Context: an optimization exercise on an open-source flow, tuned for small area, a short achievable clock period and few clock cycles. The choices shown serve that exercise and are no tape-out recipe.
At most, simulation tests tie the RTL to the original design; equivalence was not proved.
For run 1, only the layout was checked, not whether the RTL still works.

File: config.mk
export PLATFORM = sky130hd
export DESIGN_NAME = top_module2
export DESIGN_NICKNAME = top_module2
export VERILOG_FILES = /design/flow/design.v
export SDC_FILE = /design/flow/constraint.sdc
export NUM_CORES = 4
export LEC_CHECK = 0
export CAP_MARGIN = 20
export CORE_MARGIN = 2
export CORE_UTILIZATION = 40
export SETUP_SLACK_MARGIN = 3.2
export SLEW_MARGIN = 20
File: constraint.sdc
create_clock -name core_clock -period 7.0 [get_ports {clock}]
set_input_delay 1.4000 -clock core_clock [delete_from_list [all_inputs] [get_ports {clock}]]
set_output_delay 1.4000 -clock core_clock [all_outputs]
set_load 0.01 [all_outputs]
File: design.v
module mac16e (input [15:0] m, input [3:0] one, input [3:0] two, input [3:0] neg, input [15:0] add, output [15:0] r);
  wire p1;
  wire p2;
  wire p3;
  wire p4;
  wire p5;
  wire p6;
  wire p7;
  wire p8;
  wire p9;
  wire p10;
  wire p11;
  wire p12;
  wire p13;
  wire p14;
  wire p15;
  wire p16;
  wire p17;
  wire p18;
  wire p19;
  wire p20;
  wire p21;
  wire p22;
  wire p23;
  wire p24;
  wire p25;
  wire p26;
  wire p27;
  wire p28;
  wire p29;
  wire p30;
  wire p31;
  wire p32;
  wire p33;
  wire p34;
  wire p35;
  wire p36;
  wire p37;
  wire p38;
  wire p39;
  wire p40;
  wire p41;
  wire p42;
  wire p43;
  wire p44;
  wire p45;
  wire p46;
  wire p47;
  wire p48;
  wire p49;
  wire p50;
  wire p51;
  wire p52;
  wire s53;
  wire c54;
  wire s55;
  wire c56;
  wire s57;
  wire c58;
  wire s59;
  wire c60;
  wire s61;
  wire c62;
  wire s63;
  wire c64;
  wire s65;
  wire c66;
  wire s67;
  wire c68;
  wire s69;
  wire c70;
  wire s71;
  wire c72;
  wire s73;
  wire c74;
  wire s75;
  wire c76;
  wire s77;
  wire c78;
  wire s79;
  wire c80;
  wire s81;
  wire c82;
  wire s83;
  wire c84;
  wire s85;
  wire c86;
  wire s87;
  wire c88;
  wire s89;
  wire c90;
  wire s91;
  wire c92;
  wire s93;
  wire s94;
  wire s95;
  wire c96;
  wire s97;
  wire c98;
  wire s99;
  wire c100;
  wire s101;
  wire c102;
  wire s103;
  wire c104;
  wire s105;
  wire c106;
  wire s107;
  wire c108;
  wire s109;
  wire c110;
  wire s111;
  wire c112;
  wire s113;
  wire c114;
  wire s115;
  wire c116;
  wire s117;
  wire c118;
  wire s119;
  wire c120;
  wire s121;
  wire s122;
  wire c123;
  wire s124;
  wire c125;
  wire s126;
  wire c127;
  wire s128;
  wire c129;
  wire s130;
  wire c131;
  wire s132;
  wire c133;
  wire s134;
  wire c135;
  wire s136;
  wire c137;
  wire s138;
  wire c139;
  wire s140;
  wire c141;
  wire s142;
  wire c143;
  wire s144;
  wire c145;
  wire s146;
  wire c147;
  wire s148;
  wire c149;
  wire s150;
  wire c151;
  wire s152;
  wire one0 = one[0];
  wire two0 = two[0];
  wire neg0 = neg[0];
  assign p1 = (one0 & m[0]) ^ neg0;
  assign p2 = ((one0 & m[1]) | (two0 & m[0])) ^ neg0;
  assign p3 = ((one0 & m[2]) | (two0 & m[1])) ^ neg0;
  assign p4 = ((one0 & m[3]) | (two0 & m[2])) ^ neg0;
  assign p5 = ((one0 & m[4]) | (two0 & m[3])) ^ neg0;
  assign p6 = ((one0 & m[5]) | (two0 & m[4])) ^ neg0;
  assign p7 = ((one0 & m[6]) | (two0 & m[5])) ^ neg0;
  assign p8 = ((one0 & m[7]) | (two0 & m[6])) ^ neg0;
  assign p9 = ((one0 & m[8]) | (two0 & m[7])) ^ neg0;
  assign p10 = ((one0 & m[9]) | (two0 & m[8])) ^ neg0;
  assign p11 = ((one0 & m[10]) | (two0 & m[9])) ^ neg0;
  assign p12 = ((one0 & m[11]) | (two0 & m[10])) ^ neg0;
  assign p13 = ((one0 & m[12]) | (two0 & m[11])) ^ neg0;
  assign p14 = ((one0 & m[13]) | (two0 & m[12])) ^ neg0;
  assign p15 = ((one0 & m[14]) | (two0 & m[13])) ^ neg0;
  assign p16 = ((one0 & m[15]) | (two0 & m[14])) ^ neg0;
  wire one1 = one[1];
  wire two1 = two[1];
  wire neg1 = neg[1];
  assign p17 = (one1 & m[0]) ^ neg1;
  assign p18 = ((one1 & m[1]) | (two1 & m[0])) ^ neg1;
  assign p19 = ((one1 & m[2]) | (two1 & m[1])) ^ neg1;
  assign p20 = ((one1 & m[3]) | (two1 & m[2])) ^ neg1;
  assign p21 = ((one1 & m[4]) | (two1 & m[3])) ^ neg1;
  assign p22 = ((one1 & m[5]) | (two1 & m[4])) ^ neg1;
  assign p23 = ((one1 & m[6]) | (two1 & m[5])) ^ neg1;
  assign p24 = ((one1 & m[7]) | (two1 & m[6])) ^ neg1;
  assign p25 = ((one1 & m[8]) | (two1 & m[7])) ^ neg1;
  assign p26 = ((one1 & m[9]) | (two1 & m[8])) ^ neg1;
  assign p27 = ((one1 & m[10]) | (two1 & m[9])) ^ neg1;
  assign p28 = ((one1 & m[11]) | (two1 & m[10])) ^ neg1;
  assign p29 = ((one1 & m[12]) | (two1 & m[11])) ^ neg1;
  assign p30 = ((one1 & m[13]) | (two1 & m[12])) ^ neg1;
  wire one2 = one[2];
  wire two2 = two[2];
  wire neg2 = neg[2];
  assign p31 = (one2 & m[0]) ^ neg2;
  assign p32 = ((one2 & m[1]) | (two2 & m[0])) ^ neg2;
  assign p33 = ((one2 & m[2]) | (two2 & m[1])) ^ neg2;
  assign p34 = ((one2 & m[3]) | (two2 & m[2])) ^ neg2;
  assign p35 = ((one2 & m[4]) | (two2 & m[3])) ^ neg2;
  assign p36 = ((one2 & m[5]) | (two2 & m[4])) ^ neg2;
  assign p37 = ((one2 & m[6]) | (two2 & m[5])) ^ neg2;
  assign p38 = ((one2 & m[7]) | (two2 & m[6])) ^ neg2;
  assign p39 = ((one2 & m[8]) | (two2 & m[7])) ^ neg2;
  assign p40 = ((one2 & m[9]) | (two2 & m[8])) ^ neg2;
  assign p41 = ((one2 & m[10]) | (two2 & m[9])) ^ neg2;
  assign p42 = ((one2 & m[11]) | (two2 & m[10])) ^ neg2;
  wire one3 = one[3];
  wire two3 = two[3];
  wire neg3 = neg[3];
  assign p43 = (one3 & m[0]) ^ neg3;
  assign p44 = ((one3 & m[1]) | (two3 & m[0])) ^ neg3;
  assign p45 = ((one3 & m[2]) | (two3 & m[1])) ^ neg3;
  assign p46 = ((one3 & m[3]) | (two3 & m[2])) ^ neg3;
  assign p47 = ((one3 & m[4]) | (two3 & m[3])) ^ neg3;
  assign p48 = ((one3 & m[5]) | (two3 & m[4])) ^ neg3;
  assign p49 = ((one3 & m[6]) | (two3 & m[5])) ^ neg3;
  assign p50 = ((one3 & m[7]) | (two3 & m[6])) ^ neg3;
  assign p51 = ((one3 & m[8]) | (two3 & m[7])) ^ neg3;
  assign p52 = ((one3 & m[9]) | (two3 & m[8])) ^ neg3;
  assign s53 = p5 ^ p19;
  assign c54 = p5 & p19;
  assign s55 = p6 ^ p20;
  assign c56 = p6 & p20;
  assign s57 = p7 ^ p21 ^ p33;
  assign c58 = (p7 & p21) | (p7 & p33) | (p21 & p33);
  assign s59 = p43 ^ neg3;
  assign c60 = p43 & neg3;
  assign s61 = p8 ^ p22 ^ p34;
  assign c62 = (p8 & p22) | (p8 & p34) | (p22 & p34);
  assign s63 = p44 ^ add[7];
  assign c64 = p44 & add[7];
  assign s65 = p9 ^ p23 ^ p35;
  assign c66 = (p9 & p23) | (p9 & p35) | (p23 & p35);
  assign s67 = p45 ^ add[8];
  assign c68 = p45 & add[8];
  assign s69 = p10 ^ p24 ^ p36;
  assign c70 = (p10 & p24) | (p10 & p36) | (p24 & p36);
  assign s71 = p46 ^ add[9];
  assign c72 = p46 & add[9];
  assign s73 = p11 ^ p25 ^ p37;
  assign c74 = (p11 & p25) | (p11 & p37) | (p25 & p37);
  assign s75 = p47 ^ add[10];
  assign c76 = p47 & add[10];
  assign s77 = p12 ^ p26 ^ p38;
  assign c78 = (p12 & p26) | (p12 & p38) | (p26 & p38);
  assign s79 = p48 ^ add[11];
  assign c80 = p48 & add[11];
  assign s81 = p13 ^ p27 ^ p39;
  assign c82 = (p13 & p27) | (p13 & p39) | (p27 & p39);
  assign s83 = p49 ^ add[12];
  assign c84 = p49 & add[12];
  assign s85 = p14 ^ p28 ^ p40;
  assign c86 = (p14 & p28) | (p14 & p40) | (p28 & p40);
  assign s87 = p50 ^ add[13];
  assign c88 = p50 & add[13];
  assign s89 = p15 ^ p29 ^ p41;
  assign c90 = (p15 & p29) | (p15 & p41) | (p29 & p41);
  assign s91 = p51 ^ add[14];
  assign c92 = p51 & add[14];
  assign s93 = p16 ^ p30 ^ p42;
  assign s94 = p52 ^ add[15];
  assign s95 = p3 ^ p17;
  assign c96 = p3 & p17;
  assign s97 = p4 ^ p18;
  assign c98 = p4 & p18;
  assign s99 = s53 ^ p31 ^ neg2;
  assign c100 = (s53 & p31) | (s53 & neg2) | (p31 & neg2);
  assign s101 = c54 ^ s55 ^ p32;
  assign c102 = (c54 & s55) | (c54 & p32) | (s55 & p32);
  assign s103 = c56 ^ s57 ^ s59;
  assign c104 = (c56 & s57) | (c56 & s59) | (s57 & s59);
  assign s105 = c58 ^ c60 ^ s61;
  assign c106 = (c58 & c60) | (c58 & s61) | (c60 & s61);
  assign s107 = c62 ^ c64 ^ s65;
  assign c108 = (c62 & c64) | (c62 & s65) | (c64 & s65);
  assign s109 = c66 ^ c68 ^ s69;
  assign c110 = (c66 & c68) | (c66 & s69) | (c68 & s69);
  assign s111 = c70 ^ c72 ^ s73;
  assign c112 = (c70 & c72) | (c70 & s73) | (c72 & s73);
  assign s113 = c74 ^ c76 ^ s77;
  assign c114 = (c74 & c76) | (c74 & s77) | (c76 & s77);
  assign s115 = c78 ^ c80 ^ s81;
  assign c116 = (c78 & c80) | (c78 & s81) | (c80 & s81);
  assign s117 = c82 ^ c84 ^ s85;
  assign c118 = (c82 & c84) | (c82 & s85) | (c84 & s85);
  assign s119 = c86 ^ c88 ^ s89;
  assign c120 = (c86 & c88) | (c86 & s89) | (c88 & s89);
  assign s121 = c90 ^ c92 ^ s93;
  assign s122 = p1 ^ neg0;
  assign c123 = p1 & neg0;
  assign s124 = p2 ^ add[1];
  assign c125 = p2 & add[1];
  assign s126 = s95 ^ neg1 ^ add[2];
  assign c127 = (s95 & neg1) | (s95 & add[2]) | (neg1 & add[2]);
  assign s128 = c96 ^ s97 ^ add[3];
  assign c129 = (c96 & s97) | (c96 & add[3]) | (s97 & add[3]);
  assign s130 = c98 ^ s99 ^ add[4];
  assign c131 = (c98 & s99) | (c98 & add[4]) | (s99 & add[4]);
  assign s132 = c100 ^ s101 ^ add[5];
  assign c133 = (c100 & s101) | (c100 & add[5]) | (s101 & add[5]);
  assign s134 = c102 ^ s103 ^ add[6];
  assign c135 = (c102 & s103) | (c102 & add[6]) | (s103 & add[6]);
  assign s136 = c104 ^ s105 ^ s63;
  assign c137 = (c104 & s105) | (c104 & s63) | (s105 & s63);
  assign s138 = c106 ^ s107 ^ s67;
  assign c139 = (c106 & s107) | (c106 & s67) | (s107 & s67);
  assign s140 = c108 ^ s109 ^ s71;
  assign c141 = (c108 & s109) | (c108 & s71) | (s109 & s71);
  assign s142 = c110 ^ s111 ^ s75;
  assign c143 = (c110 & s111) | (c110 & s75) | (s111 & s75);
  assign s144 = c112 ^ s113 ^ s79;
  assign c145 = (c112 & s113) | (c112 & s79) | (s113 & s79);
  assign s146 = c114 ^ s115 ^ s83;
  assign c147 = (c114 & s115) | (c114 & s83) | (s115 & s83);
  assign s148 = c116 ^ s117 ^ s87;
  assign c149 = (c116 & s117) | (c116 & s87) | (s117 & s87);
  assign s150 = c118 ^ s119 ^ s91;
  assign c151 = (c118 & s119) | (c118 & s91) | (s119 & s91);
  assign s152 = c120 ^ s121 ^ s94;
  assign r = {c151, c149, c147, c145, c143, c141, c139, c137, c135, c133, c131, c129, c127, c125, c123, s122} + {s152, s150, s148, s146, s144, s142, s140, s138, s136, s134, s132, s130, s128, s126, s124, add[0]};
endmodule
module top_module2 (input [3:0] start_adress, input [7:0] data_in, input clock, input Start, input reset,
  output logic [15:0] out_put_det3, output logic Done, output logic [3:0] adress);
  logic [10:1] ph;             
  logic add_q0, add_q2;        
  logic [3:0] base;            
  logic [7:0] dr;              
  logic [15:0] mr;             
  logic [3:0] b_one, b_two, b_neg;   
  logic [15:0] q1, q0;
  wire go = Done & Start;
  logic [3:0] off;
  always @(*) begin
    off = 4'd0;
    if (ph[1]) off = 4'd4;
    if (ph[2]) off = 4'd2;
    if (ph[3]) off = 4'd3;
    if (ph[4]) off = 4'd1;
    if (ph[5]) off = 4'd5;
    if (ph[7]) off = 4'd8;
    if (ph[8]) off = 4'd6;
    if (ph[9]) off = 4'd7;
  end
  assign adress = Done ? start_adress : base + off;
  always @(posedge clock or posedge reset) begin
    if (reset) begin
      Done   <= 1'b1;
      ph     <= '0;
      add_q0 <= 1'b0;
      add_q2 <= 1'b0;
    end else begin
      Done   <= Done ? ~Start : ph[10];
      ph     <= {ph[9:1], go};
      add_q0 <= ph[4] | ph[5] | ph[6];
      add_q2 <= ph[8] | ph[9];
    end
  end
  wire [15:0] add = ({16{add_q0}} & q0) | ({16{add_q2}} & out_put_det3);
  wire [15:0] r;
  mac16e mac (.m(mr), .one(b_one), .two(b_two), .neg(b_neg), .add(add), .r(r));
  wire sub_next = ph[2] | ph[4] | ph[6];
  wire [8:0] de = {data_in, 1'b0};
  logic [3:0] e_one, e_two, e_neg;
  always @(*) begin
    for (int j = 0; j < 4; j++) begin
      e_one[j] = de[2*j+1] ^ de[2*j];
      e_two[j] = (de[2*j+2] & ~de[2*j+1] & ~de[2*j]) | (~de[2*j+2] & de[2*j+1] & de[2*j]);
      e_neg[j] = de[2*j+2] ^ sub_next;
    end
  end
  always @(posedge clock) begin
    if (go) base <= start_adress;
    dr <= data_in;
    b_one <= e_one;
    b_two <= e_two;
    b_neg <= e_neg;
    mr <= (ph[7] | ph[8] | ph[9]) ? q1 : {{8{dr[7]}}, dr};
    if (!Done) out_put_det3 <= r;
    q1 <= out_put_det3;
    q0 <= q1;
  end
endmodule
File: run.sh
#!/bin/bash
# synth_recipe.tcl (not shown) runs the flow's synth.tcl, then flattens the netlist and writes it again
# the make line also repeats each setting of config.mk as NAME=value (left out here)
make -C /OpenROAD-flow-scripts/flow DESIGN_CONFIG=/design/flow/config.mk WORK_HOME=/design/flow/orfs CLKGATE_MAP_FILE= SYNTH_SCRIPT=/design/flow/synth_recipe.tcl finish
==> results of run 1 <==
==> repair_timing <==
item | 4_1_cts | 5_1_grt
endpoints found under the setup margin | 12 | 8
cloned | 0 | 0
resized for setup | 48 | 26
pin swaps | 12 | 10
buffers inserted | 4 | 7
==> kinds of logic after synthesis <==
family	Yosys count
AOI/OAI and AO/OA	116
xor gates and xnor gates	82
adders and majority gates	65
buffers and inverters	64
DFF	100
muxes	4
and+or+nand+nor	60
==> sequential cells by signal, indices dropped and copies added, names as in the netlist <==
| signal | count |
|---|---|
| ph | 10 |
| q1 | 16 |
| out_put_det3 | 16 |
| add_q0 | 1 |
| base | 4 |
| b_one | 4 |
| b_two | 4 |
| Done | 1 |
| add_q2 | 1 |
| b_neg | 4 |
| q0 | 16 |
| mr | 16 |
| dr | 7 |
==> layout make-up <==
type / count / area, um2
Clock buffer: 9 / 225
Clock inverter: 7 / 73.8
Fill cell: 1180 / 6740
Inverter: 33 / 124
Multi-Input combinational cell: 327 / 3160
Sequential cell: 100 / 2320
Tap cell: 176 / 220
Timing Repair Buffer: 47 / 433
==> through the flow <==
stage / cells / setup WS (ps) / hold WS (ps)
global route: 699 / 3060 / 353
floorplan: 491 / 3190 / 331
CTS: 692 / 3040 / 350
global placement: 672 / 2830 / 335
detailed placement: 672 / 2740 / 342
finish: 699 / 3200 / 352
==> per-layer routing <==
layer	vias up	track usage, %	wire length [um]
li1	1738	-	-
met1	1777	26.6	6080
met2	84	27.3	5570
met3	19	4.25	743
met4	0	7.12	247
met5	-	0	0
==> path summary, 6_finish.rpt <==
kind / from / slack (ps) / cells after the start / end
hold / removal: q1[1] / 350 / 0 / q0[1]
min in group asynchronous: reset / 1340 / 2 / ph[2]
hold reg to reg: q1[1] / 350 / 0 / q0[1]
setup / recovery: b_one[0] / 3200 / 13 / out_put_det3[14]
setup reg to reg: b_one[0] / 3200 / 13 / out_put_det3[14]
max in group asynchronous: reset / 5320 / 2 / Done
==> placed cells by master (no fill, tap or decap), drive strengths merged, types with 15 or more instances in the layout <==
cell type	netlist	layout
a21o	15	15
a22oi	51	51
inv	33	35
nand2	35	35
xnor2	62	62
edfxtp	20	20
clkdlybuf4s50	0	31
fa	34	34
dfxtp	67	67
ha	31	31
xor2	20	20
a21oi	15	15
==> impl_metrics.py, run 1 <==
metrics = {
    "routing": {
        "drc": 0,
        "first_pass_iters": 5,
        "drt_iter0_markers": 192,
        "wire_per_inst_um": 18.1,
        "vias": 3618,
        "vias_per_cell": 5.18,
        "wl_mm": 12.6,
        "postRouteAntennaNets": 0,
    },
    "yosys": {
        "yosysMostFrequentCell": "dfxtp_1",
        "synth_top_family_by_area": "adder cells",
        "synthesis.nets": 571,
        "yosys-top-cells-count": "dfxtp_1 (67), xnor2_1 (62), a22oi_1 (51)",
        "synth_edf_count": 20,
        "syn_area_mm2": 0.00545,
        "synth_top_area_share_pct": 24.6,
        "ys_seq_area_share_pct": 41.6,
        "synth_compound_area_share_pct": 15.1,
        "synth_cell_types": 39,
        "synth-xor-area-share_pct": 13.2,
        "post_synth.cell_area_avg_um2": 11.1,
        "netlist_instances": 491,
        "ys.flop_type": "dfxtp_1",
        "synth_adder_area_share_pct": 19.6,
        "yosys-top-cells-area": "dfxtp_1 (25%), fa_1 (12%), edfxtp_1 (11%)",
        "synthArstFlopShare_pct": 13.0,
        "yosysWarnings": 1,
        "yosys.area_share.simple_pct": 5.01,
        "synth_mux_area_share_pct": 0.804,
        "synth_area_leader_cell": "dfxtp_1",
        "ys_ff_latch": 100,
    },
    "grt": {
        "grt_pass1_vias": 3829,
        "grt_pass1_wl_mm": 20.4,
        "track_usage_pct": 18.6,
        "grt_max_degree": 20,
        "overflow": 0,
        "antenna_found_initial": 0,
    },
    "hold_path": {
        "hold_class": "reg -> reg",
    },
    "setup_path": {
        "worst-path-buf-inv": 1,
        "path_cells": "a22oi_2, xor2_1, fa_1, fa_1, inv_1, fa_1, ha_4, o21ai_0, a21oi_1, nand2_1, o311ai_2, a21oi_2, xnor2_1",
        "cp_max_fo": 6,
        "worstPathRequired_ps": 7110,
        "cp_data_arrival_time_ps": 3900,
        "cp_slowest_cell": "fa_1",
        "cp_top_family": "adder cells",
        "critPathLaunchType": "flip-flop",
        "worst_setup_path_end_kind": "flip-flop",
        "critPathMaxStageDelay_ps": 490,
        "crit_top_cell": "fa_1",
        "critPathKind": "reg -> reg",
    },
    "floorplan": {
        "num_rows": 42,
        "die_y_um": 121,
        "die_area_mm2": 0.0146,
        "initial_core_util_pct": 41.0,
        "die_x_um": 121,
        "io_pins": 36,
        "core_mm2": 0.0133,
    },
    "clock_tree": {
        "cts_buffers": 9,
        "cts.clk_slew.worst_paths_ps": 70,
        "cts_tree": "yes",
        "clk-insertion-delay-late_ps": 360,
        "cts.sinks": 100,
        "htreeDepth": 3,
        "clockBufferDepth": 2,
        "ctsHoldBuffers": 0,
        "cts_root_buf": "clkbuf_16",
    },
    "placed_design": {
        "dp_hpwl_mm": 9.08,
        "port_buffers": 35,
        "postPlaceCellArea_mm2": 0.00594,
        "gp_congestion": 0.876,
    },
    "sta": {
        "fin_crit_sh_pct": 54.2,
        "worst_pin_slew_ps": 829,
        "min_period_ps": 3800,
        "slew_headroom_pct": 44.7,
        "rsz0062_at_grt": "true",
        "tns_ps": 0,
        "slew_viol_final": 0,
        "finalSetupViolCount": 0,
        "final_hold_viol_count": 0,
        "finClkSkew_ps": 8.28,
        "fmax_mhz": 263,
    },
    "layout": {
        "synthToLayoutAreaGrowth_pct": 20.3,
        "fin_area_mm2": 0.00655,
        "diodes": 0,
        "drive_above_1_share_pct": 16.3,
        "nets": 598,
        "final_util_pct": 49.3,
    },
    "flow_run": {
        "max_cap_violations": 0,
    },
    "run_status": {
        "status": "timing/DRC/antenna clean",
    },
}
==> run 2: changes to the inputs <==
--- a/design.v
+++ b/design.v
@@ -347,3 +347,3 @@
       add_q0 <= 1'b0;
-      add_q2 <= 1'b0;
+      add_q2 <= 1'b1;
     end else begin
@@ -352,3 +352,3 @@
       add_q0 <= ph[4] | ph[5] | ph[6];
-      add_q2 <= ph[8] | ph[9];
+      add_q2 <= ph[8] | ph[9] | ph[10] | (Done & ~Start);
     end
@@ -359,2 +359,3 @@
   wire sub_next = ph[2] | ph[4] | ph[6];
+  wire op_next = ~Done & ~ph[10];    
   wire [8:0] de = {data_in, 1'b0};
@@ -363,5 +364,5 @@
     for (int j = 0; j < 4; j++) begin
-      e_one[j] = de[2*j+1] ^ de[2*j];
-      e_two[j] = (de[2*j+2] & ~de[2*j+1] & ~de[2*j]) | (~de[2*j+2] & de[2*j+1] & de[2*j]);
-      e_neg[j] = de[2*j+2] ^ sub_next;
+      e_one[j] = op_next & (de[2*j+1] ^ de[2*j]);
+      e_two[j] = op_next & ((de[2*j+2] & ~de[2*j+1] & ~de[2*j]) | (~de[2*j+2] & de[2*j+1] & de[2*j]));
+      e_neg[j] = op_next & (de[2*j+2] ^ sub_next);
     end
@@ -375,3 +376,3 @@
     mr <= (ph[7] | ph[8] | ph[9]) ? q1 : {{8{dr[7]}}, dr};
-    if (!Done) out_put_det3 <= r;
+    out_put_det3 <= r;
     q1 <= out_put_det3;
==> run 2 against run 1 <==
Flip-flop and latch count rose by 1. Area after synthesis barely moved.
==> impl_metrics.py, run 2 <==
metrics = {
    "yosys": {
        "yosysMostFrequentCell": "dfxtp_1",
        "yosysWarnings": 1,
        "ys_seq_area_share_pct": 39.1,
        "post_synth.cell_area_avg_um2": 10.6,
        "netlist_instances": 513,
        "syn_area_mm2": 0.00545,
        "yosys-top-cells-area": "dfxtp_1 (31%), fa_1 (12%), xnor2_1 (10%)",
        "synth_area_leader_cell": "dfxtp_1",
        "yosys-top-cells-count": "dfxtp_1 (84), xnor2_1 (62), a22oi_1 (50)",
        "ys_ff_latch": 101,
        "synth_top_area_share_pct": 30.9,
        "ys.flop_type": "dfxtp_1",
        "synth_cell_types": 47,
        "synthArstFlopShare_pct": 12.9,
        "synthesis.nets": 593,
        "synth_edf_count": 4,
    },
    "setup_path": {
        "cp_top_family": "adder cells",
        "critPathMaxStageDelay_ps": 560,
        "critPathLaunchType": "flip-flop",
        "worst_setup_path_end_kind": "flip-flop",
        "crit_top_cell": "fa_1",
        "cp_max_fo": 15,
        "r2r_slack_ps": 3230,
        "critPathKind": "reg -> reg",
        "r2r.worst_path.cells": 13,
        "cp_data_arrival_time_ps": 4000,
        "worstReg2RegStart": "b_one[0]",
        "cp_num_cells": 13,
        "cp-endpoint": "out_put_det3[15]",
        "worstPathRequired_ps": 7240,
        "cp_slowest_cell": "fa_1",
        "reg2reg_to": "out_put_det3[15]",
        "path_cells": "buf_4, a22oi_2, xor2_2, fa_1, fa_1, inv_1, fa_1, ha_4, and3_1, nor3b_2, a221oi_1, a31oi_1, xnor2_1",
        "crit_start": "b_one[0]",
        "worst-path-buf-inv": 2,
    },
    "clock_tree": {
        "cts.clk_slew.worst_paths_ps": 70,
        "cts_root_buf": "clkbuf_16",
        "clk-insertion-delay-late_ps": 350,
        "cts_buffers": 9,
        "cts.sinks": 101,
        "htreeDepth": 3,
        "cts_tree": "yes",
        "ctsHoldBuffers": 0,
        "clockBufferDepth": 2,
    },
    "routing": {
        "drt_iter0_markers": 183,
        "first_pass_iters": 7,
        "vias_per_cell": 5.18,
        "wl_mm": 12.2,
        "drc": 0,
        "met2_length_mm": 5.68,
        "top_layer": "met4",
        "met3_length_um": 572,
        "m1WireLength_mm": 5.79,
        "vias": 3691,
        "postRouteAntennaNets": 0,
        "wire_per_inst_um": 17.1,
    },
    "sta": {
        "slew_headroom_pct": 45.3,
        "finClkSkew_ps": 9.67,
        "tns_ps": 0,
        "slew_viol_final": 0,
        "fmax_mhz": 265,
        "setup_ws_ps": 3230,
        "final_hold_viol_count": 0,
        "rsz0062_at_grt": "true",
        "worst_pin_slew_ps": 814,
        "fin_hold_ws_ps": 353,
        "min_period_ps": 3770,
        "finalSetupViolCount": 0,
        "fin_crit_sh_pct": 53.8,
    },
    "floorplan": {
        "die_x_um": 121,
        "die_area_mm2": 0.0146,
        "io_pins": 36,
        "die_y_um": 121,
        "initial_core_util_pct": 41.0,
        "num_rows": 42,
        "core_mm2": 0.0133,
    },
    "layout": {
        "n_fill_cell": 1269,
        "drive_above_1_share_pct": 13.6,
        "layout_common_cells": "dfxtp_1 (66), xnor2_1 (62), a22oi_1 (44)",
        "fin_area_mm2": 0.00637,
        "final_common_cell": "dfxtp_1",
        "synthToLayoutAreaGrowth_pct": 16.9,
        "diodes": 0,
        "regArea_mm2": 0.00217,
        "fin_cells": 713,
        "multi_input_area_mm2": 0.00317,
        "nets": 612,
    },
    "grt": {
        "overflow": 0,
        "track_usage_pct": 17.6,
        "grt_max_degree": 20,
        "grt_pass1_vias": 3616,
        "grt_pass1_wl_mm": 19.5,
        "antenna_found_initial": 0,
    },
    "run_status": {
        "status": "timing/DRC/antenna clean",
    },
    "placed_design": {
        "postPlaceCellArea_mm2": 0.00587,
        "gp_congestion": 0.900,
        "port_buffers": 35,
        "dp_hpwl_mm": 8.98,
        "place_ws_ps": 2880,
        "place_inst": 691,
    },
    "hold_path": {
        "hold_class": "reg -> reg",
    },
    "flow_run": {
        "max_cap_violations": 0,
    },
}
==> run 2: cell count changes after synthesis, moves of 3 or more <==
cell / delta
dfxtp_1: +17
nor2_1: +17
edfxtp_1: -16
o21ai_1: -4
buf_1: -3
buf_2: +3
clkbuf_1: +3
nand3_1: -3
==> run 2: routing by layer <==
metal  up-vias  global-route usage, %
met2        91                   27.2
met3        11                   3.49
met1      1812                   24.6
li1       1777                      -
met4         0                   6.03
met5         -                      0
==> run 2: cell families (layout without fill, tap and decap cells) <==
family,count (synthesis),in the layout,synth area share (%)
XOR/XNOR,81,81,13.0
AO/OA/AOI/OAI,118,118,15.9
AND/OR/NAND/NOR,78,78,6.52
adder cells (fa/ha/maj),65,65,19.6
flip-flops,101,101,39.1
buffers and inverters,66,90,4.99
multiplexers,4,4,0.804
==> run 2: worst reg2reg max path, delay by kind of cell (launching register included) <==
family                   cells  cell delay, ps
AND/OR/NAND/NOR              2             400
XOR/XNOR                     2             340
AO/OA/AOI/OAI                3             570
buffers and inverters        2             200
flip-flops                   1             400
adder cells (fa/ha/maj)      4            1760
==> run 2: cell type report <==
class	instances	share of cell area, %
inverter	32	1.89
multi-input combinational	346	49.8
clock buffer	10	3.60
timing repair buffer	42	6.23
sequential	101	34.2
clock inverter	6	0.845
tap	176	3.46
==> run 2: worst min path at each step <==
stage | slack (ps) | depth (start not counted) | end | from
CTS | 350 | 0 | q0[1] | q1[1]
floorplan | 330 | 0 | q0[0] | q1[0]
finish | 350 | 0 | q0[1] | q1[1]
detailed placement | 340 | 0 | q0[1] | q1[1]
global route | 360 | 0 | q0[4] | q1[4]
global placement | 340 | 0 | q0[6] | q1[6]
==> run 2: stage by stage <==
step / util, %
after floorplan: -
after global placement: 44.2
after detailed placement: 44.2
after CTS: 46.8
after global routing: 47.9
final: 47.9
==> run 2: timing repair <==
| action | CTS | global route |
|---|---|---|
| setup buffers | 1 | 5 |
| pin swaps | 2 | 7 |
| setup endpoints to repair | 12 | 10 |
| gates cloned | 0 | 0 |
| gates resized for setup | 31 | 31 |
Testbench counts of run 2, summed over its fixed seeds: cycles 17,600.
==> run 3: changes to the inputs <==
==> flow/run.sh (new file) <==
#!/bin/bash
# The standard layout, with plain buffers (buf_2) on the ports instead of the
# default port buffer cell. Every port still gets its buffer.
set -euo pipefail
export BUFFER_PORTS_ARGS="-buffer_cell sky130_fd_sc_hd__buf_2"
bash standard.sh > standard.log 2>&1
==> standard.sh (new file) <==
#!/bin/bash
# synth_recipe.tcl (not shown) runs the flow's synth.tcl, then flattens the netlist and writes it again
# the make line also repeats each setting of config.mk as NAME=value (left out here)
make -C /OpenROAD-flow-scripts/flow DESIGN_CONFIG=/design/flow/config.mk WORK_HOME=/design/flow/orfs CLKGATE_MAP_FILE= SYNTH_SCRIPT=/design/flow/synth_recipe.tcl "${@:-finish}"
removed: run.sh
==> run 3 against run 2 <==
Still clean. Critical path depth decreased by 2. Via count down 1.8%.
==> impl_metrics.py, run 3 <==
metrics = {
    "yosys": {
        "synth_top_area_share_pct": 30.9,
        "yosys-top-cells-count": "dfxtp_1 (84), xnor2_1 (62), a22oi_1 (50)",
        "yosys-top-cells-area": "dfxtp_1 (31%), fa_1 (12%), xnor2_1 (10%)",
        "synthArstFlopShare_pct": 12.9,
        "post_synth.cell_area_avg_um2": 10.6,
        "synth_area_leader_cell": "dfxtp_1",
        "ys.flop_type": "dfxtp_1",
        "yosysWarnings": 1,
        "ys_seq_area_share_pct": 39.1,
        "ys_ff_latch": 101,
        "yosysMostFrequentCell": "dfxtp_1",
        "synth_cell_types": 47,
        "netlist_instances": 513,
        "synthesis.nets": 593,
        "synth_edf_count": 4,
        "syn_area_mm2": 0.00545,
    },
    "clock_tree": {
        "cts.sinks": 101,
        "cts.clk_slew.worst_paths_ps": 70,
        "clk-insertion-delay-late_ps": 360,
        "cts_tree": "yes",
        "clockBufferDepth": 2,
        "cts_root_buf": "clkbuf_16",
        "ctsHoldBuffers": 0,
        "htreeDepth": 3,
        "cts_buffers": 9,
    },
    "floorplan": {
        "die_x_um": 121,
        "core_mm2": 0.0133,
        "io_pins": 36,
        "die_y_um": 121,
        "initial_core_util_pct": 41.0,
        "die_area_mm2": 0.0146,
        "num_rows": 42,
    },
    "sta": {
        "finalSetupViolCount": 0,
        "finClkSkew_ps": 9.41,
        "rsz0062_at_grt": "false",
        "slew_headroom_pct": 34.2,
        "setup_ws_ps": 3310,
        "slew_viol_final": 0,
        "fmax_mhz": 271,
        "fin_crit_sh_pct": 52.8,
        "worst_pin_slew_ps": 979,
        "tns_ps": 0,
        "min_period_ps": 3690,
        "final_hold_viol_count": 0,
    },
    "layout": {
        "synthToLayoutAreaGrowth_pct": 14.4,
        "drive_above_1_share_pct": 20.4,
        "final_util_pct": 46.9,
        "fin_cells": 710,
        "n_fill_cell": 1263,
        "final_common_cell": "dfxtp_1",
        "layout_common_cells": "dfxtp_1 (65), xnor2_1 (62), a22oi_1 (43)",
        "diodes": 0,
        "fin_area_mm2": 0.00623,
        "nets": 609,
    },
    "routing": {
        "postRouteAntennaNets": 0,
        "top_layer": "met4",
        "wire_per_inst_um": 17.0,
        "vias": 3624,
        "drt_iter0_markers": 169,
        "drc": 0,
        "first_pass_iters": 4,
        "m1WireLength_mm": 5.66,
        "wl_mm": 12.0,
        "vias_per_cell": 5.10,
        "met2_length_mm": 5.67,
        "met3_length_um": 451,
    },
    "placed_design": {
        "port_buffers": 35,
        "postPlaceCellArea_mm2": 0.00570,
        "gp_congestion": 0.908,
        "place_ws_ps": 2820,
        "dp_hpwl_mm": 8.77,
        "place_inst": 691,
    },
    "setup_path": {
        "critPathLaunchType": "flip-flop",
        "cp_top_family": "adder cells",
        "worstReg2RegStart": "b_two[2]",
        "worst-path-buf-inv": 0,
        "r2r.worst_path.cells": 11,
        "critPathKind": "reg -> reg",
        "cp_max_fo": 11,
        "worstPathRequired_ps": 7230,
        "critPathMaxStageDelay_ps": 590,
        "worst_setup_path_end_kind": "flip-flop",
        "path_cells": "a22oi_1, xnor2_1, fa_1, fa_1, fa_1, ha_1, and3_1, nor3b_2, a221oi_1, a31oi_1, xnor2_1",
        "r2r_slack_ps": 3310,
        "cp_data_arrival_time_ps": 3920,
        "reg2reg_to": "out_put_det3[15]",
        "cp_slowest_cell": "fa_1",
        "crit_top_cell": "fa_1",
    },
    "hold_path": {
        "hold_class": "reg -> reg",
        "min_path_cells": 0,
        "holdPathEnd": "q0[1]",
        "min_from": "q1[1]",
    },
    "grt": {
        "overflow": 0,
        "grt_pass1_wl_mm": 19.4,
        "track_usage_pct": 17.4,
        "antenna_found_initial": 0,
        "grt_pass1_vias": 3768,
        "grt_max_degree": 18,
    },
    "run_status": {
        "status": "timing/DRC/antenna clean",
    },
    "flow_run": {
        "max_cap_violations": 0,
    },
}
-- run 3: cell counts after synthesis --
No cell type changed its count.
-- run 3: kinds of logic after synthesis --
| kind of cell | after synthesis | share of synthesized area [%] |
|---|---|---|
| buf+inv | 66 | 4.99 |
| compound gates | 118 | 15.9 |
| fa+ha+maj | 65 | 19.6 |
| flops | 101 | 39.1 |
| mux | 4 | 0.804 |
| xor+xnor | 81 | 13.0 |
| simple gates | 78 | 6.52 |
-- run 3: routing by layer --
layer / track usage (%) / vias up
met2: 26.6 / 64
met5: 0 / -
li1: - / 1775
met1: 24.1 / 1769
met3: 3.58 / 16
met4: 6.69 / 0
-- run 3: worst reg2reg max path: cells and delay by family (launching register included) --
kind	cells	cell delay, ps
fa+ha+maj	4	1860
xor+xnor	2	320
flops	1	490
simple gates	2	420
compound gates	3	490
-- run 3: what timing repair did --
action	4_1_cts	5_1_grt
endpoints found under the setup margin	9	9
setup buffers	0	3
gates resized for setup	21	41
pin swaps	1	12
-- run 3: worst max path at each step --
stage | end | cells after the start | slack, ps | start
6_report | out_put_det3[15] | 11 | 3310 | b_two[2]
5_1_grt | out_put_det3[15] | 15 | 3190 | b_two[0]
4_1_cts | out_put_det3[14] | 12 | 3200 | b_one[0]
3_5_place_dp | out_put_det3[14] | 11 | 2820 | b_neg[1]
3_3_place_gp | out_put_det3[15] | 12 | 2950 | b_neg[0]
2_1_floorplan | out_put_det3[14] | 12 | 3290 | b_two[0]
-- run 3: stage by stage --
step                      hold WS, ps
after floorplan                   331
after global placement            336
after detailed placement          337
after CTS                         352
after global routing              357
final                             352
-- run 3: final cells by class --
cell class	instances	area, um2	share of cell area [%]
Clock buffer	10	229	3.67
Clock inverter	6	68.8	1.10
Inverter	32	120	1.93
Multi-Input combinational cell	346	3210	51.6
Sequential cell	101	2170	34.9
Tap cell	176	220	3.53
Timing Repair Buffer	39	205	3.29
==> run 4: changes to the inputs <==
--- a/config.mk
+++ b/config.mk
@@ -10,3 +10,3 @@
 export CORE_UTILIZATION = 40
-export SETUP_SLACK_MARGIN = 3.2
+export SETUP_SLACK_MARGIN = 3.6
 export SLEW_MARGIN = 20
==> run 4 against run 3 <==
Design area grew 5.9%. First-iteration DRC count grew 39%. Area after synthesis is the same. Setup slack gained 13 ps. Non-clock buffer count grew 16. Clock-buffer cell count shrank 1. Highest routed layer unchanged. Critical path depth shrank 4.
==> impl_metrics.py, run 4 <==
metrics = {
    "yosys": {
        "synthArstFlopShare_pct": 12.9,
        "synth_edf_count": 4,
        "synth_top_area_share_pct": 30.9,
        "synth-xor-area-share_pct": 13.0,
        "synth_top_family_by_area": "adder cells",
        "synth_adder_area_share_pct": 19.6,
        "yosys.area_share.simple_pct": 6.52,
        "ys_seq_area_share_pct": 39.1,
        "syn_area_mm2": 0.00545,
        "ys.flop_type": "dfxtp_1",
        "synthesis.nets": 593,
        "post_synth.cell_area_avg_um2": 10.6,
        "yosys-top-cells-count": "dfxtp_1 (84), xnor2_1 (62), a22oi_1 (50)",
        "yosys-top-cells-area": "dfxtp_1 (31%), fa_1 (12%), xnor2_1 (10%)",
        "yosysWarnings": 1,
        "synth_cell_types": 47,
        "ys_ff_latch": 101,
        "netlist_instances": 513,
        "synth_area_leader_cell": "dfxtp_1",
        "synth_mux_area_share_pct": 0.804,
        "synth_compound_area_share_pct": 15.9,
        "yosysMostFrequentCell": "dfxtp_1",
    },
    "clock_tree": {
        "cts_buffers": 9,
        "cts.sinks": 101,
        "clk-insertion-delay-late_ps": 360,
        "htreeDepth": 3,
        "cts_root_buf": "clkbuf_16",
        "cts_tree": "yes",
        "clockBufferDepth": 2,
        "cts.clk_slew.worst_paths_ps": 80,
        "ctsHoldBuffers": 0,
    },
    "setup_path": {
        "cp_max_fo": 4,
        "worst_setup_path_end_kind": "output pin",
        "worstPathRequired_ps": 5600,
        "r2r_slack_ps": 3390,
        "worstReg2RegStart": "b_one[1]",
        "critPathLaunchType": "flip-flop",
        "critPathKind": "reg -> out",
        "reg2reg_to": "out_put_det3[14]",
        "cp_data_arrival_time_ps": 2280,
        "r2r.worst_path.cells": 12,
    },
    "sta": {
        "min_period_ps": 3680,
        "fmax_mhz": 272,
        "fin_crit_sh_pct": 52.6,
        "setup_ws_ps": 3320,
        "slew_headroom_pct": 33.3,
        "finalSetupViolCount": 0,
        "tns_ps": 0,
        "rsz0062_at_grt": "true",
        "slew_viol_final": 0,
        "final_hold_viol_count": 0,
        "finClkSkew_ps": 11.6,
        "worst_pin_slew_ps": 993,
    },
    "placed_design": {
        "port_buffers": 35,
        "gp_congestion": 0.870,
        "dp_hpwl_mm": 8.76,
        "place_ws_ps": 2960,
    },
    "floorplan": {
        "die_x_um": 121,
        "io_pins": 36,
        "initial_core_util_pct": 41.0,
        "core_mm2": 0.0133,
        "num_rows": 42,
        "die_area_mm2": 0.0146,
        "die_y_um": 121,
    },
    "routing": {
        "drt_iter0_markers": 235,
        "wl_mm": 12.9,
        "drc": 0,
        "first_pass_iters": 5,
        "postRouteAntennaNets": 0,
        "wire_per_inst_um": 17.7,
        "vias_per_cell": 5.27,
        "vias": 3827,
    },
    "grt": {
        "overflow": 0,
        "grt_max_degree": 22,
        "grt_pass1_vias": 3846,
        "grt_pass1_wl_mm": 20.1,
        "track_usage_pct": 18.1,
        "antenna_found_initial": 0,
    },
    "layout": {
        "nets": 625,
        "drive_above_1_share_pct": 29.5,
        "synthToLayoutAreaGrowth_pct": 21.2,
        "layout_common_cells": "dfxtp_1 (65), xnor2_1 (60), buf_2 (34)",
        "diodes": 0,
        "final_common_cell": "dfxtp_1",
    },
    "hold_path": {
        "holdPathEnd": "q0[7]",
        "min_from": "q1[7]",
        "hold_class": "reg -> reg",
        "min_path_cells": 0,
    },
    "run_status": {
        "status": "timing/DRC/antenna clean",
    },
    "flow_run": {
        "max_cap_violations": 0,
    },
}
==> run 4: area by class of cell <==
| type | count | area (um2) |
|---|---|---|
| multi-input cells | 346 | 3410 |
| flip-flops and latches | 101 | 2180 |
| inverters | 32 | 120 |
| well taps | 176 | 220 |
| repair buffers | 55 | 350 |
| clock inverters | 7 | 88.8 |
| clock buffers | 9 | 225 |
| fillers | 1214 | 6700 |
==> run 4: worst max path at each step <==
| stage | end | cells after the start | start | slack [ps] |
|---|---|---|---|---|
| 2_1_floorplan | out_put_det3[13] | 14 | b_one[2] | 3560 |
| 3_3_place_gp | out_put_det3[14] | 10 | b_neg[0] | 3060 |
| 3_5_place_dp | out_put_det3[14] | 10 | b_neg[0] | 2960 |
| 4_1_cts | adress[3] | 8 | ph[3] | 3300 |
| 5_1_grt | adress[3] | 8 | ph[2] | 3220 |
| 6_report | adress[3] | 7 | ph[4] | 3320 |
==> run 4: cells by family (layout without fill, tap and decap cells) <==
family / count (synthesis) / count (layout)
adders and majority gates: 65 / 65
muxes: 4 / 4
xor gates and xnor gates: 81 / 81
and+or+nand+nor: 78 / 78
buffers and inverters: 66 / 103
AOI/OAI and AO/OA: 118 / 118
DFF: 101 / 101
==> run 4: per-stage QoR <==
| stage | hold slack [ps] | area [um2] | std cells | util [%] |
|---|---|---|---|---|
| after global routing | 359 | 6600 | 726 | 49.6 |
| after global placement | 338 | 5780 | 690 | 43.5 |
| after detailed placement | 336 | 5780 | 690 | 43.5 |
| after CTS | 355 | 6420 | 718 | 48.3 |
| final | 355 | 6600 | 726 | 49.6 |
| after floorplan | 331 | 5630 | 513 | - |
==> run 4: critical path, cell delays in order (launching register included) <==
cell and delay (ps):
dfrtp_2 460, o41ai_4 380, ha_1 290, a21o_1 170, a21oi_2 130, xnor2_1 80, mux2_2 280, buf_6 120
==> run 4: per-layer routing <==
layer / track usage (%) / vias to the layer above / part of all wire [%]
li1: - / 1808 / -
met1: 24.7 / 1921 / 45
met2: 28.4 / 82 / 49
met3: 4.10 / 16 / 4.4
met4: 6.25 / 0 / 2.0
met5: 0 / - / 0
==> run 4: repair_timing <==
| item | 4_1_cts | 5_1_grt |
|---|---|---|
| pin swaps | 29 | 23 |
| buffers inserted | 12 | 8 |
| cloned | 0 | 0 |
| endpoints found under the setup margin | 12 | 11 |
| resized for setup | 64 | 30 |
==> run 5: changes to the inputs <==
--- a/config.mk
+++ b/config.mk
@@ -10,3 +10,4 @@
 export CORE_UTILIZATION = 40
-export SETUP_SLACK_MARGIN = 3.6
+export CTS_BUF_LIST = sky130_fd_sc_hd__clkbuf_8
+export SETUP_SLACK_MARGIN = 3.2
 export SLEW_MARGIN = 20
==> run 5 against run 4 <==
Final cell count shrank 1.1%. Clock-buffer cell count unchanged. Synthesized cell count unchanged. Setup slack got worse by 79 ps.
==> impl_metrics.py, run 5 <==
metrics = {
    "grt": {
        "grt_max_degree": 18,
        "grt_pass1_wl_mm": 19.3,
        "grt_pass1_vias": 3765,
        "antenna_found_initial": 0,
        "overflow": 0,
        "track_usage_pct": 17.2,
    },
    "yosys": {
        "netlist_instances": 513,
        "synth_top_area_share_pct": 30.9,
        "yosys-top-cells-area": "dfxtp_1 (31%), fa_1 (12%), xnor2_1 (10%)",
        "synth_cell_types": 47,
        "ys_ff_latch": 101,
        "ys_seq_area_share_pct": 39.1,
        "yosysWarnings": 1,
        "yosysMostFrequentCell": "dfxtp_1",
        "synthesis.nets": 593,
        "synth_edf_count": 4,
        "synthArstFlopShare_pct": 12.9,
        "synth_area_leader_cell": "dfxtp_1",
        "yosys-top-cells-count": "dfxtp_1 (84), xnor2_1 (62), a22oi_1 (50)",
        "post_synth.cell_area_avg_um2": 10.6,
        "syn_area_mm2": 0.00545,
        "ys.flop_type": "dfxtp_1",
    },
    "setup_path": {
        "cp_max_fo": 6,
        "cp_data_arrival_time_ps": 4020,
        "critPathLaunchType": "flip-flop",
        "r2r_slack_ps": 3240,
        "cp_top_family": "adder cells",
        "crit_top_cell": "fa_1",
        "worstPathRequired_ps": 7260,
        "cp-endpoint": "out_put_det3[15]",
        "worst-path-buf-inv": 1,
        "r2r.worst_path.cells": 12,
        "reg2reg_to": "out_put_det3[15]",
        "worst_setup_path_end_kind": "flip-flop",
        "critPathMaxStageDelay_ps": 550,
        "cp_slowest_cell": "fa_1",
        "worstReg2RegStart": "mr[10]",
        "cp_num_cells": 12,
        "path_cells": "a22oi_2, xor2_1, fa_1, fa_1, inv_1, fa_1, ha_4, and3_2, nor3b_4, a221oi_1, a31oi_1, xnor2_1",
        "crit_start": "mr[10]",
        "critPathKind": "reg -> reg",
    },
    "layout": {
        "fin_cells": 718,
        "diodes": 0,
        "final_common_cell": "dfxtp_1",
        "nets": 617,
        "n_fill_cell": 1263,
        "synthToLayoutAreaGrowth_pct": 14.4,
        "drive_above_1_share_pct": 22.3,
        "layout_common_cells": "dfxtp_1 (66), xnor2_1 (62), a22oi_1 (40)",
    },
    "floorplan": {
        "io_pins": 36,
        "die_area_mm2": 0.0146,
        "die_x_um": 121,
        "die_y_um": 121,
        "num_rows": 42,
        "initial_core_util_pct": 41.0,
        "core_mm2": 0.0133,
    },
    "placed_design": {
        "port_buffers": 35,
        "place_ws_ps": 2820,
        "gp_congestion": 0.908,
        "place_inst": 691,
        "dp_hpwl_mm": 8.77,
    },
    "routing": {
        "vias_per_cell": 5.16,
        "vias": 3706,
        "wl_mm": 12.3,
        "postRouteAntennaNets": 0,
        "wire_per_inst_um": 17.1,
        "first_pass_iters": 4,
        "drc": 0,
        "drt_iter0_markers": 187,
    },
    "sta": {
        "final_hold_viol_count": 0,
        "setup_ws_ps": 3240,
        "finClkSkew_ps": 13.7,
        "slew_headroom_pct": 34.3,
        "fin_crit_sh_pct": 53.7,
        "fmax_mhz": 266,
        "tns_ps": 0,
        "slew_viol_final": 0,
        "worst_pin_slew_ps": 978,
        "finalSetupViolCount": 0,
        "min_period_ps": 3760,
        "fin_hold_ws_ps": 356,
        "rsz0062_at_grt": "false",
    },
    "run_status": {
        "status": "timing/DRC/antenna clean",
    },
    "clock_tree": {
        "htreeDepth": 3,
        "clk-insertion-delay-late_ps": 380,
        "cts_root_buf": "clkbuf_8",
        "cts_buffers": 9,
        "cts_tree": "yes",
        "clockBufferDepth": 2,
        "cts.clk_slew.worst_paths_ps": 90,
        "cts.sinks": 101,
    },
    "hold_path": {
        "hold_class": "reg -> reg",
    },
    "flow_run": {
        "max_cap_violations": 0,
    },
}
## run 5: cell counts after synthesis
No cell type changed its count.
## run 5: worst min path at each step
stage / startpoint / cells past startpoint / slack [ps] / end
after floorplan: q1[0] / 0 / 330 / q0[0]
after global placement: q1[7] / 0 / 340 / q0[7]
after detailed placement: q1[1] / 0 / 340 / q0[1]
after CTS: q1[1] / 0 / 360 / q0[1]
after global routing: q1[1] / 0 / 360 / q0[1]
final: q1[1] / 0 / 360 / q0[1]
## run 5: layout make-up
type                            instances  area (um2)  share of cell area, %
Sequential cell                       101        2180                   34.9
Multi-Input combinational cell        346        3250                   52.2
Clock buffer                            9         124                   1.99
Tap cell                              176         220                   3.53
Timing Repair Buffer                   47         265                   4.26
Inverter                               32         120                   1.93
Clock inverter                          7        72.6                   1.16
## run 5: cells by family after synthesis
kind of cell	Yosys count	synth area share [%]
adders and majority gates	65	19.6
AOI/OAI and AO/OA	118	15.9
buffers and inverters	66	4.99
muxes	4	0.804
xor gates and xnor gates	81	13.0
and+or+nand+nor	78	6.52
DFF	101	39.1
## run 5: what timing repair did
action,in CTS,in global routing
endpoints found under the setup margin,10,9
buffers inserted,2,9
endpoints found under the hold margin,0,0
hold buffers,0,0
pin swaps,2,15
resized for setup,23,46
## run 5: metrics by stage
step	cell area [um2]	utilization, %
after floorplan	5450	-
after global placement	5700	42.9
after detailed placement	5700	42.9
after CTS	5970	44.9
after global routing	6230	46.9
final	6230	46.9
## run 5: layer usage
layer | track usage [%] | up-vias | part of all wire [%]
met1 | 23.8 | 1831 | 46
met2 | 26.8 | 80 | 47
met5 | 0 | - | 0
li1 | - | 1783 | -
met3 | 3.73 | 12 | 4.6
met4 | 5.81 | 0 | 1.7
==> run 6: changes to the inputs <==
==> flow/run.sh (replaced) <==
#!/bin/bash
# The standard layout, with two changes: plain buffers (buf_2) on the ports
# instead of the default port buffer cell (every port still gets its buffer),
# and no mapping of full adders to the library's fa/ha cells before ABC, so that
# ABC maps the adder trees itself. Synthesis script, registers and names are
# otherwise the standard ones.
set -euo pipefail
export BUFFER_PORTS_ARGS="-buffer_cell sky130_fd_sc_hd__buf_2"
export ADDER_MAP_FILE=
bash standard.sh > standard.log 2>&1
--- a/config.mk
+++ b/config.mk
@@ -10,3 +10,2 @@
 export CORE_UTILIZATION = 40
-export CTS_BUF_LIST = sky130_fd_sc_hd__clkbuf_8
 export SETUP_SLACK_MARGIN = 3.2
==> run 6 against run 5 <==
Clock skew is 4.2 ps lower. Design area increased by 9.4%. Register-to-register slack gained 60 ps. Wire length increased by 5.3%. Utilization up 0.40 points. Die area grew 7.2%.
==> impl_metrics.py, run 6 <==
metrics = {
    "placed_design": {
        "gp_congestion": 0.829,
        "dp_hpwl_mm": 9.18,
        "place_inst": 774,
        "port_buffers": 35,
    },
    "routing": {
        "drt_iter0_markers": 205,
        "vias_per_cell": 5.14,
        "first_pass_iters": 5,
        "wl_mm": 12.9,
        "vias": 4199,
        "postRouteAntennaNets": 0,
        "wire_per_inst_um": 15.8,
        "drc": 0,
    },
    "layout": {
        "drive_above_1_share_pct": 22.7,
        "diodes": 0,
        "fin_cells": 817,
        "synthToLayoutAreaGrowth_pct": 16.6,
        "final_common_cell": "xnor2_1",
        "layout_common_cells": "xnor2_1 (87), dfxtp_1 (62), a22oi_1 (53)",
        "nets": 643,
    },
    "setup_path": {
        "worstReg2RegStart": "mr[4]",
        "critPathLaunchType": "flip-flop",
        "crit_start": "mr[4]",
        "worstPathRequired_ps": 7270,
        "worst_setup_path_end_kind": "flip-flop",
        "cp_max_fo": 7,
        "r2r_slack_ps": 3300,
        "critPathKind": "reg -> reg",
        "reg2reg_to": "out_put_det3[14]",
        "cp_data_arrival_time_ps": 3970,
        "cp-endpoint": "out_put_det3[14]",
        "r2r.worst_path.cells": 12,
    },
    "sta": {
        "final_hold_viol_count": 0,
        "min_period_ps": 3700,
        "fin_hold_ws_ps": 348,
        "fmax_mhz": 270,
        "rsz0062_at_grt": "true",
        "fin_crit_sh_pct": 52.8,
        "slew_viol_final": 0,
        "tns_ps": 0,
        "slew_headroom_pct": 48.6,
        "finClkSkew_ps": 9.53,
        "worst_pin_slew_ps": 764,
        "finalSetupViolCount": 0,
    },
    "yosys": {
        "synth_area_leader_cell": "dfxtp_1",
        "synthesis.nets": 604,
        "yosysMostFrequentCell": "xnor2_1",
        "yosysWarnings": 1,
        "ys_ff_latch": 101,
        "synth_top_area_share_pct": 28.7,
        "ys_seq_area_share_pct": 36.4,
        "synthArstFlopShare_pct": 12.9,
        "ys.flop_type": "dfxtp_1",
        "synth_edf_count": 4,
        "yosys-top-cells-area": "dfxtp_1 (29%), xnor2_1 (14%), a22oi_1 (7.6%)",
        "yosys-top-cells-count": "xnor2_1 (96), dfxtp_1 (84), a22oi_1 (59)",
        "post_synth.cell_area_avg_um2": 9.93,
        "syn_area_mm2": 0.00585,
        "netlist_instances": 589,
        "synth_cell_types": 53,
    },
    "grt": {
        "antenna_found_initial": 0,
        "grt_max_degree": 20,
        "grt_pass1_wl_mm": 21.2,
        "overflow": 0,
        "track_usage_pct": 17.0,
        "grt_pass1_vias": 4158,
    },
    "floorplan": {
        "die_area_mm2": 0.0156,
        "io_pins": 36,
        "die_x_um": 125,
        "initial_core_util_pct": 40.6,
        "die_y_um": 125,
        "core_mm2": 0.0144,
        "num_rows": 44,
    },
    "clock_tree": {
        "cts.clk_slew.worst_paths_ps": 80,
        "cts_root_buf": "clkbuf_16",
        "cts_tree": "yes",
        "clockBufferDepth": 2,
        "cts.sinks": 101,
        "clk-insertion-delay-late_ps": 360,
        "cts_buffers": 9,
        "ctsHoldBuffers": 0,
        "htreeDepth": 3,
    },
    "flow_run": {
        "max_cap_violations": 0,
    },
    "run_status": {
        "status": "timing/DRC/antenna clean",
    },
    "hold_path": {
        "hold_class": "reg -> reg",
    },
}
## run 6: repair_timing
action	4_1_cts	5_1_grt
gates resized for setup	24	44
pin swaps	3	24
buffers inserted	9	18
setup endpoints to repair	8	5
## run 6: area by class of cell
type	count	area, um2
fillers	1370	7600
clock buffers	10	229
clock inverters	6	66.3
well taps	184	230
repair buffers	63	405
inverters	9	33.8
flip-flops and latches	101	2190
multi-input cells	444	3660
## run 6: critical path, cell delays in order, from the launching register on
cell and delay, ps:
dfxtp_4 390, a22oi_4 260, xnor2_4 170, xor3_2 380
maj3_2 330, maj3_2 310, a211o_1 310, o211a_1 260
a211oi_4 240, a21oi_2 130, o211a_1 290, o31ai_1 350
xor2_1 200
## run 6: worst min-delay path by stage
stage	startpoint	to	slack, ps	cells past startpoint
global placement	q1[1]	q0[1]	330	0
global route	q1[14]	q0[14]	350	0
detailed placement	q1[15]	q0[15]	340	0
floorplan	q1[0]	q0[0]	330	0
CTS	q1[14]	q0[14]	350	0
finish	q1[14]	q0[14]	350	0
## run 6: logic make-up (layout without fill, tap and decap cells)
| kind of cell | count (synthesis) | in the layout | synth area share, % |
|---|---|---|---|
| compound gates | 119 | 119 | 15.1 |
| xor+xnor | 152 | 152 | 28.2 |
| fa+ha+maj | 34 | 34 | 5.88 |
| buf+inv | 44 | 88 | 3.49 |
| flops | 101 | 101 | 36.4 |
| mux | 2 | 2 | 0.364 |
| simple gates | 137 | 137 | 10.6 |
## run 6: routing by layer
layer	wire length, um	vias up	track usage (%)
met5	0	-	0
met4	151	0	4.64
met3	441	11	3.42
met2	6210	73	28.1
met1	6140	2012	22.8
li1	-	2103	-
## run 6: stage by stage
stage / utilization [%] / setup WS [ps] / cell area [um2]
after floorplan: - / 3340 / 5850
after global placement: 42.2 / 2790 / 6090
after detailed placement: 42.2 / 2630 / 6090
after CTS: 45.1 / 3190 / 6510
after global routing: 47.3 / 3150 / 6820
final: 47.3 / 3300 / 6820
==> run 7: changes to the inputs <==
--- a/design.v
+++ b/design.v
@@ -323,3 +323,3 @@
   logic add_q0, add_q2;        
-  logic [3:0] base;            
+  logic [3:0] addr;            
   logic [7:0] dr;              
@@ -329,15 +329,15 @@
   wire go = Done & Start;
-  logic [3:0] off;
+  logic [3:0] step;
   always @(*) begin
-    off = 4'd0;
-    if (ph[1]) off = 4'd4;
-    if (ph[2]) off = 4'd2;
-    if (ph[3]) off = 4'd3;
-    if (ph[4]) off = 4'd1;
-    if (ph[5]) off = 4'd5;
-    if (ph[7]) off = 4'd8;
-    if (ph[8]) off = 4'd6;
-    if (ph[9]) off = 4'd7;
+    step = 4'd0;
+    if (ph[1]) step = 4'd14;    
+    if (ph[2]) step = 4'd1;
+    if (ph[3]) step = 4'd14;    
+    if (ph[4]) step = 4'd4;
+    if (ph[5]) step = 4'd11;    
+    if (ph[6]) step = 4'd8;
+    if (ph[7]) step = 4'd14;    
+    if (ph[8]) step = 4'd1;
   end
-  assign adress = Done ? start_adress : base + off;
+  assign adress = Done ? start_adress : addr;
   always @(posedge clock or posedge reset) begin
@@ -370,3 +370,3 @@
   always @(posedge clock) begin
-    if (go) base <= start_adress;
+    addr <= go ? start_adress + 4'd4 : addr + step;
     dr <= data_in;
==> flow/run.sh (replaced) <==
#!/bin/bash
# The standard layout, with plain buffers (buf_2) on the ports instead of the
# default port buffer cell. Every port still gets its buffer.
set -euo pipefail
export BUFFER_PORTS_ARGS="-buffer_cell sky130_fd_sc_hd__buf_2"
bash standard.sh > standard.log 2>&1
==> run 7 against run 6 <==
Area after synthesis is 4.9% lower. Maximum frequency is 2.1% lower. Flip-flop and latch count stayed put. Design area is 5.9% lower. Clock skew is 1.1 ps lower. Hold slack better by 4.6 ps. Sequential share of layout area is 1.1 points higher. Via count is 9.2% lower. Wire length is 5.5% lower. Final cell count is 8.8% lower. Largest cell class unchanged.
==> impl_metrics.py, run 7 <==
metrics = {
    "clock_tree": {
        "clockBufferDepth": 2,
        "cts_buffers": 9,
        "cts_tree": "yes",
        "cts.sinks": 101,
        "ctsHoldBuffers": 0,
    },
    "routing": {
        "vias_per_cell": 5.12,
        "wire_per_inst_um": 16.4,
        "drt_iter0_markers": 233,
        "vias": 3813,
        "postRouteAntennaNets": 0,
    },
    "layout": {
        "drive_above_1_share_pct": 21.8,
        "fin_area_mm2": 0.00641,
        "layout_common_cells": "dfxtp_1 (70), xnor2_1 (69), a22oi_1 (39)",
        "diodes": 0,
    },
    "setup_path": {
        "worst-path-buf-inv": 1,
        "cp_max_fo": 11,
        "cp_data_arrival_time_ps": 4020,
        "critPathLaunchType": "flip-flop",
        "critPathMaxStageDelay_ps": 540,
        "worstPathRequired_ps": 7240,
        "worst_setup_path_end_kind": "flip-flop",
        "path_cells": "a22oi_2, xor2_2, fa_1, fa_1, inv_2, fa_1, ha_4, a2111oi_4, o21ai_2, and3_4, a41oi_4, o21ai_1, xor2_1",
    },
    "grt": {
        "overflow": 0,
        "grt_pass1_wl_mm": 20.2,
    },
    "sta": {
        "fin_hold_ws_ps": 353,
        "worst_pin_slew_ps": 927,
        "fmax_mhz": 265,
        "min_period_ps": 3780,
        "slew_headroom_pct": 37.7,
    },
    "yosys": {
        "ys_ff_latch": 101,
        "yosys-top-cells-count": "dfxtp_1 (88), xnor2_1 (71), a22oi_1 (49)",
        "post_synth.cell_area_avg_um2": 10.4,
        "syn_area_mm2": 0.00557,
        "yosysMostFrequentCell": "dfxtp_1",
    },
    "placed_design": {
        "place_ws_ps": 2650,
        "port_buffers": 35,
    },
    "run_status": {
        "status": "timing/DRC/antenna clean",
    },
    "flow_run": {
        "max_cap_violations": 0,
    },
    "floorplan": {
        "io_pins": 36,
        "num_rows": 43,
        "die_x_um": 122,
    },
}
==> run 7: cell count changes in the layout (fill, tap and decap cells not counted), moves of 12 or more <==
cell,before,now
xor2_1,34,9
inv_1,9,34
ha_1,0,26
buf_4,26,14
fa_1,0,34
a22oi_1,53,39
nand2_1,51,34
maj3_1,26,0
xnor2_1,87,69
a22o_1,2,14
==> run 7: metal layers <==
layer	part of all wire, %	vias up	routed length [um]	GRT usage [%]
met3	3.3	10	399	4.26
met4	1.5	0	181	6.61
li1	-	1849	-	-
met2	49	82	5990	27.8
met5	0	-	0	0
met1	46	1872	5670	24.0
==> run 7: through the flow <==
step / util (%) / std cells
3_5_place_dp: 42.5 / 714
2_1_floorplan: - / 533
5_1_grt: 46.8 / 745
4_1_cts: 45.8 / 741
6_report: 46.8 / 745
3_3_place_gp: 42.5 / 714
==> run 7: final cells by class <==
cell class | count | area, um2
Timing Repair Buffer | 50 | 300
Fill cell | 1320 | 7300
Sequential cell | 101 | 2140
Tap cell | 180 | 225
Clock inverter | 7 | 70.1
Multi-Input combinational cell | 363 | 3320
Clock buffer | 9 | 225
Inverter | 35 | 131
==> run 7: worst paths after layout <==
check                      startpoint                to  slack (ps)  cells after the start
max                          b_two[2]  out_put_det3[13]        3220                     13
min reg2reg                     q1[1]             q0[1]         350                      0
min in group asynchronous       reset             ph[3]        1040                      2
max in group asynchronous       reset              Done        5610                      2
max reg2reg                  b_two[2]  out_put_det3[13]        3220                     13
min                             q1[1]             q0[1]         350                      0
==> run 7: logic make-up (layout without fill, tap and decap cells) <==
kind of cell / Yosys count / after routing / synth area share [%]
AO/OA/AOI/OAI: 120 / 120 / 16.5
XOR/XNOR: 83 / 83 / 13.3
adder cells (fa/ha/maj): 65 / 65 / 19.2
buffers and inverters: 69 / 101 / 5.17
flip-flops: 101 / 101 / 37.5
multiplexers: 5 / 5 / 0.989
AND/OR/NAND/NOR: 90 / 90 / 7.28
==> run 7: worst register-to-register path: cells and delay by family, from the launching register on <==
family / cells / cell delay [ps]
AOI/OAI and AO/OA: 5 / 930
xor gates and xnor gates: 2 / 340
and+or+nand+nor: 1 / 200
buffers and inverters: 1 / 40
adders and majority gates: 4 / 1770
DFF: 1 / 400
==> run 7: timing repair <==
item | in CTS | in global routing
buffers inserted | 11 | 4
pin swaps | 3 | 8
resized for setup | 32 | 21
endpoints found under the setup margin | 8 | 7
Testbench counts of run 7, summed over its fixed seeds: cycles 17,600.

==> re-timing with driven ports <==
Ports are ideal in the flow. The routed layouts listed here were re-timed in OpenROAD.
Step 1 (the two cells are an assumption about what drives the block):
set clk [get_ports {clock}]
set_driving_cell -lib_cell sky130_fd_sc_hd__clkbuf_16 $clk
set_driving_cell -lib_cell sky130_fd_sc_hd__buf_2 [delete_from_list [all_inputs] $clk]
Step 2 times the ports against the registers' clock, not the clock port: input delays grow and output delays shrink by t, the midpoint of the rising clock arrivals with the driver on.
Three values: ideal ports, drivers, drivers and shift; two values: the first two.
run | t, ns | slack for setup (ns) | worst slew at a driven data input, ns | pins driven straight from the clock port
run 1 | 0.395 | 3.205 / 3.205 / 3.205 | 0.04 | 1
run 2 | 0.390 | 3.232 / 3.232 / 3.232 | 0.04 | 1
run 3 | 0.390 | 3.307 / 3.294 / 3.307 | 0.04 | 1
run 4 | 0.396 | 3.320 / 3.280 / 3.387 | 0.05 | 1
run 5 | 0.413 | 3.241 / 3.241 / 3.241 | 0.04 | 1
run 6 | 0.396 | 3.302 / 3.302 / 3.302 | 0.03 | 1
run 7 | 0.388 | 3.222 / 3.222 / 3.222 | 0.05 | 1
After both steps setup and hold are still met in every run listed.
